From an optimization exercise on the open Yosys and OpenROAD flow, aimed at small area, a short achievable clock period and few clock cycles per item; shortcuts taken in it are not production practice.

==> module huffman, before the edit <==
module huffman(clk, reset, gray_valid, gray_data, CNT_valid, CNT1, CNT2, CNT3, CNT4, CNT5, CNT6,
    code_valid, HC1, HC2, HC3, HC4, HC5, HC6, M1, M2, M3, M4, M5, M6 );
input clk;
input reset;
input gray_valid;
input [7:0] gray_data;
output CNT_valid;
output [7:0] CNT1, CNT2, CNT3, CNT4, CNT5, CNT6;
output code_valid;
output [7:0] HC1, HC2, HC3, HC4, HC5, HC6;
output [7:0] M1, M2, M3, M4, M5, M6;
	reg [6:0] w [0:5];    
	reg [2:0] ptr [0:5];  
	reg [3:0] hc [0:5];
	reg [3:0] mk [0:5];   
	reg started;          
	reg act;              
	reg ph;               
	reg [4:1] fm;         
	assign CNT1 = {1'b0, w[5]};
	assign CNT2 = {1'b0, w[0]};
	assign CNT3 = {1'b0, w[1]};
	assign CNT4 = {1'b0, w[2]};
	assign CNT5 = {1'b0, w[3]};
	assign CNT6 = {1'b0, w[4]};
	assign HC1 = {3'b0, ptr[0][1], hc[0]};
	assign HC2 = {3'b0, ptr[1][1], hc[1]};
	assign HC3 = {3'b0, ptr[2][1], hc[2]};
	assign HC4 = {3'b0, ptr[3][1], hc[3]};
	assign HC5 = {3'b0, ptr[4][1], hc[4]};
	assign HC6 = {3'b0, ptr[5][1], hc[5]};
	assign M1 = {3'b0, ptr[0][0], mk[0][3:1], 1'b1};
	assign M2 = {3'b0, ptr[1][0], mk[1][3:1], 1'b1};
	assign M3 = {3'b0, ptr[2][0], mk[2][3:1], 1'b1};
	assign M4 = {3'b0, ptr[3][0], mk[3][3:1], 1'b1};
	assign M5 = {3'b0, ptr[4][0], mk[4][3:1], 1'b1};
	assign M6 = {3'b0, ptr[5][0], mk[5][3:1], 1'b1};
	wire detect = started && !gray_valid;
	assign CNT_valid = act && fm[4];
	assign code_valid = !act && !fm[1];
	wire sum = act && ph;
	wire ins = act && !ph;
	wire last = sum && w[2][6] && w[2][5] && w[2][4];
	function lt;
		input [6:0] a, b;
		integer n;
		begin
			lt = 1'b0;
			for (n = 0; n < 7; n = n + 1) lt = (!a[n] && b[n]) || (!(a[n] && !b[n]) && lt);
		end
	endfunction
	wire [6:0] N = w[0];
	reg [6:0] Nc;
	wire [5:1] l;
	genvar k;
	generate for (k = 1; k < 6; k = k + 1) begin : cmp
		assign l[k] = lt(w[k], Nc);
	end endgenerate
	wire [6:0] c = {1'b0, l[5], l[4:1] | fm, 1'b1};
	wire [6:1] mv = {sum, {5{act}} & (c[5:1] | {5{ph}})};
	wire [2:0] q = {c[4], c[2] & !c[4], (c[1] & !c[2]) | (c[3] & !c[4]) | c[5]};
	wire [6:0] ap = w[0] ^ w[1], ag = w[0] & w[1];
	wire [6:0] cy;
	assign cy[0] = 1'b0;
	assign cy[1] = ag[0];
	assign cy[2] = ag[1] | (ap[1] & ag[0]);
	wire g32 = ag[3] | (ap[3] & ag[2]), p32 = ap[3] & ap[2];
	wire g54 = ag[5] | (ap[5] & ag[4]), p54 = ap[5] & ap[4];
	assign cy[3] = ag[2] | (ap[2] & cy[2]);
	assign cy[4] = g32 | (p32 & cy[2]);
	assign cy[5] = ag[4] | (ap[4] & cy[4]);
	assign cy[6] = g54 | (p54 & cy[4]);
	wire [6:0] ws = ap ^ cy;
	always @(posedge clk or posedge reset) begin
		if (reset) begin
			started <= 0;
			act <= 0;
			ph <= 0;
			fm <= 4'b1111;
		end else begin
			started <= gray_valid || (started && !detect);
			act <= detect || (act && !last);
			ph <= ins && !fm[1];
			if (ins) fm <= {1'b0, fm[4:2]};
		end
	end
	wire [2:0] g = gray_data[2:0];
	wire [5:0] en = {gray_valid && g == 3'd6, gray_valid && g == 3'd5, gray_valid && g == 3'd4,
	                 gray_valid && g == 3'd3, gray_valid && g == 3'd2, gray_valid && g == 3'd1};
	wire [2:0] slot [0:5];
	assign slot[0] = 3'd5; assign slot[1] = 3'd0; assign slot[2] = 3'd1;
	assign slot[3] = 3'd2; assign slot[4] = 3'd3; assign slot[5] = 3'd4;
	genvar j;
	generate for (j = 0; j < 6; j = j + 1) begin : ent
		localparam integer s = (j == 5) ? 0 : j + 1;
		wire [6:0] up = (j < 5) ? w[j + 1] : 7'h7f;
		wire [6:0] ones;    
		assign ones[0] = 1'b1;
		genvar n;
		for (n = 1; n < 7; n = n + 1) begin : pre
			assign ones[n] = &w[j][n - 1:0];
		end
		wire [6:0] inc = w[j] ^ (ones & {7{en[s]}});
		wire tu = (j == 0) ? ins && c[1] : mv[j + 1];
		wire tn = (j == 0) ? act && !tu : mv[j] && !mv[j + 1];
		wire [6:0] nv = (j == 0) ? (sum ? ws : N) : N;
		wire [6:0] d = ({7{tu}} & up) | ({7{tn}} & nv) | ({7{!tu && !tn}} & inc);
		always @(posedge clk or posedge reset) begin
			if (reset) w[j] <= 0;
			else w[j] <= d;
		end
		if (j == 0) begin : copy
			always @(posedge clk) Nc <= d;
		end
	end endgenerate
	reg [2:0] qr;
	always @(posedge clk or posedge reset) begin
		if (reset) qr <= 0;
		else qr <= (sum && !last) ? 3'd7 : ins ? q : 3'd0;
	end
	genvar i;
	generate for (i = 0; i < 6; i = i + 1) begin : sym
		wire [2:0] p = ptr[i];
		wire [2:0] pm1 = {p[2] & (p[1] | p[0]), p[1] ^ !p[0], !p[0]};  
		wire z = p == 3'd0;
		wire [2:0] pe = z ? ((qr == 3'd7) ? 3'd0 : qr) : ((p <= qr) ? pm1 : p);
		wire a = sum && pe[2:1] == 2'd0;
		wire a0 = sum && pe == 3'd0;
		always @(posedge clk or posedge reset) begin
			if (reset) begin
				ptr[i] <= slot[i];
				hc[i] <= 0;
				mk[i] <= 0;
			end else begin
				ptr[i] <= last ? {1'b0, mk[i][3] && a0, mk[i][3]} : pe;
				mk[i] <= mk[i] | ({4{a}} & {mk[i][2:0], 1'b1});
				hc[i] <= hc[i] | ({4{a0}} & {mk[i][2:0], 1'b1} & ~mk[i]);
			end
		end
	end endgenerate
endmodule
clock: 5.0 ns
lec_check: 0
cap_margin: 20
core_margin: 2
core_utilization: 40
setup_slack_margin: 2.6
slew_margin: 20
standard.sh (not shown) runs the stock make flow with config.mk's settings and CLKGATE_MAP_FILE= SYNTH_SCRIPT=/design/flow/synth_recipe.tcl, a recipe that flattens the netlist after the stock synthesis.
==> flow/flow/run.sh <==
#!/bin/bash
# The standard layout, with plain buffers on the ports instead of the
# resizer's default pick (a slow delay cell), a clock tree without the
# dummy balancing loads, and synthesis's single tie cells kept.
set -euo pipefail
export BUFFER_PORTS_ARGS="-buffer_cell sky130_fd_sc_hd__buf_1"
export CTS_ARGS="-sink_clustering_enable -repair_clock_nets -dont_use_dummy_load -buf_list {sky130_fd_sc_hd__clkbuf_4 sky130_fd_sc_hd__clkbuf_8}"
export SKIP_REPAIR_TIE_FANOUT=1
bash standard.sh > standard.log 2>&1
Next try:
--- a/flow/design.v
+++ b/flow/design.v
@@ -45,9 +45,9 @@
 		input [6:0] a, b;
 		integer n;
 		begin
 			lt = 1'b0;
-			for (n = 0; n < 7; n = n + 1) lt = (!a[n] && b[n]) || (!(a[n] && !b[n]) && lt);
+			for (n = 0; n < 7; n = n + 1) lt = (a[n] == b[n]) ? lt : b[n];
 		end
 	endfunction
 	wire [6:0] N = w[0];
 	reg [6:0] Nc;
@@ -61,16 +61,12 @@
 	wire [2:0] q = {c[4], c[2] & !c[4], (c[1] & !c[2]) | (c[3] & !c[4]) | c[5]};
 	wire [6:0] ap = w[0] ^ w[1], ag = w[0] & w[1];
 	wire [6:0] cy;
 	assign cy[0] = 1'b0;
-	assign cy[1] = ag[0];
-	assign cy[2] = ag[1] | (ap[1] & ag[0]);
-	wire g32 = ag[3] | (ap[3] & ag[2]), p32 = ap[3] & ap[2];
-	wire g54 = ag[5] | (ap[5] & ag[4]), p54 = ap[5] & ap[4];
-	assign cy[3] = ag[2] | (ap[2] & cy[2]);
-	assign cy[4] = g32 | (p32 & cy[2]);
-	assign cy[5] = ag[4] | (ap[4] & cy[4]);
-	assign cy[6] = g54 | (p54 & cy[4]);
+	genvar m;
+	generate for (m = 1; m < 7; m = m + 1) begin : carry
+		assign cy[m] = ag[m - 1] | (ap[m - 1] & cy[m - 1]);
+	end endgenerate
 	wire [6:0] ws = ap ^ cy;
 	always @(posedge clk or posedge reset) begin
 		if (reset) begin
 			started <= 0;
Core utilization increases by 0.52 points.
Critical path depth grows by 9.
Via count went down by 0.64%.
Synthesized cell count shrinks by 4.9%.
Function was not checked in any run of this note: the RTL went through the layout flow alone.

[what the ideal ports hide]
The flow's constraints put no driver on any port. The routed layouts listed below were extracted and timed again, unchanged, in two steps.
Step 1 assumes that a clkbuf_16 drives the clock port and a buf_2 every other input.
Step 2 adds t to the input delays and takes it off the output delays; t is the mean of the earliest and latest rising clock arrival at the registers after step 1. Input paths then give back, and output paths get back, about the clock's delay inside the block.
Slacks: no drivers / after step 1 / after step 2; pairs: no drivers / after step 1.
run | t, ns | setup slack, ns | hold WS [ns] | worst setup path after step 2 | worst slew at a driven data input, ns
the first run | 0.468 | 2.668 / 2.631 / 2.309 | 0.465 / 0.465 / 0.465 | input to register | 0.03
the second run | 0.482 | 1.979 / 1.979 / 1.979 | 0.457 / 0.457 / 0.457 | register to register | 0.03
After both steps setup and hold are still met in every run listed. For the first run, which loses most, drivers alone change the setup slack by -0.037 ns; drivers and shift together by -0.359 ns.
